Source: an optimization exercise on an open RTL-to-GDS flow (aim: small area and a short achievable clock period). Production flows keep margins and buffers that such runs may drop. Only simulation tests tie the RTL to the original design; equivalence was not proved. Power figures rest on the tool's default switching activity, not on a simulated workload.

## v12
Design ACC_CPU_32BITS, start of the top module:
module ACC_CPU_32BITS(
	input button_clock_in,
	input [16:0] Input,
	output wire [0:27] Output7Segments,
	input clock,
	output wire WaitingInput,
	input reset_in,
	output wire Negative,
	output wire [0:20] OutputPC,
	output wire [14:0] mem_addr,
	output wire [31:0] mem_wdata,
	output wire mem_we,
	input [31:0] mem_rdata
	);
For scale: ~4900 cells after synthesis, roughly 490 flip-flops, ~40000 sq um of cells after synthesis.
clock: 105.0 ns
lec_check: 0
cap_margin: 20
core_margin: 2
core_utilization: 40
cts_cluster_diameter: 100
cts_cluster_size: 18
slew_margin: 20
synth_hierarchical: 1
synth_minimum_keep_size: 0
run.sh (not shown) runs the stock make flow with config.mk's settings and CLKGATE_MAP_FILE= SYNTH_SCRIPT=/design/flow/synth_recipe.tcl, a recipe that flattens the netlist after the stock synthesis.
In summary, v12 completed successfully, with a layout that passed the timing, DRC and antenna checks.
#### Input delta (v13 over v12)
--- a/flow/design.v
+++ b/flow/design.v
@@ -227,19 +227,19 @@
 			slP = S1 ? X[14:0] : BX;
 			slQ = S1 ? 15'd0 : IR[14:0];
 		end else begin
 			slP = Base_n;
 			slQ = (nst == 3'd0 || nst == 3'd1) ? PCo_n[14:0] : SP_n[14:0];
 		end
 	end
 	wire [14:0] slowSum = slP + slQ;
 	wire [14:0] RA_d;
-	RaNext ran(.pm(PM), .mem(Mem[14:0]), .slow(slowSum), .fast(fastSel), .rst(rr[21]), .d(RA_d));
+	RaNext ran(.pm(PM), .mem(Mem[14:0]), .slow(slowSum), .fast(fastSel), .d(RA_d));
 	wire [31:0] MDR_n = (mact & (S0 | S1)) ? MDR : ((S3 & cMULC & ~cBM) ? mulB : Mem);
 	wire [31:0] WD_n = S2 ? ((mfin & wdAcc) ? Tfin : sum) : WD;
 	wire WE_n = ((nst == 3'd3) & ((op == 6'd17) | (op == 6'd31))) |
 	            ((nst == 3'd4) & cPUSH);
 	wire WI_n = (nst == 3'd3) & (op == 6'd60);
 	wire [15:0] outv = Y[31] ? ~sum[15:0] : Y[15:0];
 	always @(posedge clock) begin
 		MDR <= MDR_n;
 		P <= S3 ? 21'd0 : T[20:0];
@@ -282,22 +282,24 @@
 	always @(posedge clock) begin
 		if (rr[17]) begin
 			Base <= 15'd0;
 			BaseHi <= 1'b0;
 		end else begin
 			Base <= Base_n;
 			BaseHi <= BaseHi_n;
 		end
 	end
-	always @(posedge clock) RA <= RA_d;    
+	always @(posedge clock) if (rr[21]) RA <= 15'd0; else RA <= RA_d;
+	wire [20:0] pcseg_d;
+	PcSegNext psn(.pco(PCo_n[11:0]), .mem(Mem[11:0]), .rts(rts), .seg(pcseg_d));
 	always @(posedge clock)
 		if (rr[18]) pcsegR <= {seg7(4'd0), seg7(4'd0), seg7(4'd0)};
-		else pcsegR <= {seg7(PC_n[3:0]), seg7(PC_n[7:4]), seg7(PC_n[11:8])};
+		else pcsegR <= pcseg_d;
 	wire countSig = S0 & (BaseHi | (|Base));
 	always @(posedge clock) begin
 		if (rr[0]) begin
 			cnt <= 6'd0;
 			pre <= 1'b0;
 		end else begin
 			pre <= pre_n;
 			if (countSig) cnt <= cnt + 6'd1;
 		end
@@ -330,16 +332,25 @@
 	assign Output7Segments = segR;
 	assign OutputPC = pcsegR;
 	assign Negative = NegR;
 	assign WaitingInput = WIR;
 	assign mem_addr = RA;
 	assign mem_we = WER;
 	assign mem_wdata = WD;
 endmodule
 module RaNext(input [14:0] pm, input [14:0] mem, input [14:0] slow, input fast,
-	input rst, output [14:0] d);
+	output [14:0] d);
 	wire [14:0] s = pm + mem;
-	assign d = rst ? 15'd0 : (fast ? s : slow);
+	assign d = fast ? s : slow;
+endmodule
+module PcSegNext(input [11:0] pco, input [11:0] mem, input rts, output [20:0] seg);
+	localparam [15:0] SG6 = 16'h1083, SG5 = 16'h208e, SG4 = 16'h02ba, SG3 = 16'h8492,
+	                  SG2 = 16'hd004, SG1 = 16'hd860, SG0 = 16'h2812;
+	function [6:0] seg7(input [3:0] v);
+		seg7 = {SG6[v], SG5[v], SG4[v], SG3[v], SG2[v], SG1[v], SG0[v]};
+	endfunction
+	wire [11:0] p = rts ? mem : pco;
+	assign seg = {seg7(p[3:0]), seg7(p[7:4]), seg7(p[11:8])};
 endmodule
 module RstInv(input a, output y);
 	assign y = ~a;
 endmodule
--- outcome ---
- v13 finished every stage and its layout cleared the timing, DRC and antenna checks.
- Share of synthesized area occupied by flip-flops and latches down 0.28 points in v13 wrt v12
- From v12 to v13 the numbers moved as follows: worst setup slack -0.068 ns; global-route wire length before repair +about 1.5%.
- On maximum frequency, v13 tracks v12 almost exactly.
- For v12, the dominant combinational cell family by area after synthesis was compound AO/OA/AOI/OAI gates, unlike v13, where it was simple AND/OR/NAND/NOR gates.
- Per the comparison of v13 with v12, worst path required time up 0.06 ns, total nets after synthesis +81, power consumed by the clock network level, post-layout net count higher.
- [compare] base=v12 new=v13: detailed-route vias per instance lower, worst-case reg-to-reg path depth higher.

## re-timing with driven ports
In the flow no input, the clock included, has a driving cell. The finished layouts below were timed again as built, in two steps.
Step 1: set_driving_cell puts a clkbuf_16 on clock and a buf_2 on each other input, an assumption about the parent block.
Step 2 also shifts input and output timing later by t, the mid clock arrival at the registers, as if the neighbouring blocks saw the same clock.
a / b / c = ideal / step 1 / step 2; a / b = the first two.
| run | shift t [ns] | setup slack, ns | worst setup path after step 2 |
|---|---|---|---|
| v12 | 0.677 | 82.041 / 82.093 / 81.416 | input to register |
| v13 | 0.683 | 81.973 / 82.024 / 81.341 | input to register |
After both steps setup and hold are still met in every run listed. For v13, which loses most, drivers alone change the setup slack by +0.051 ns; drivers and shift together by -0.632 ns.
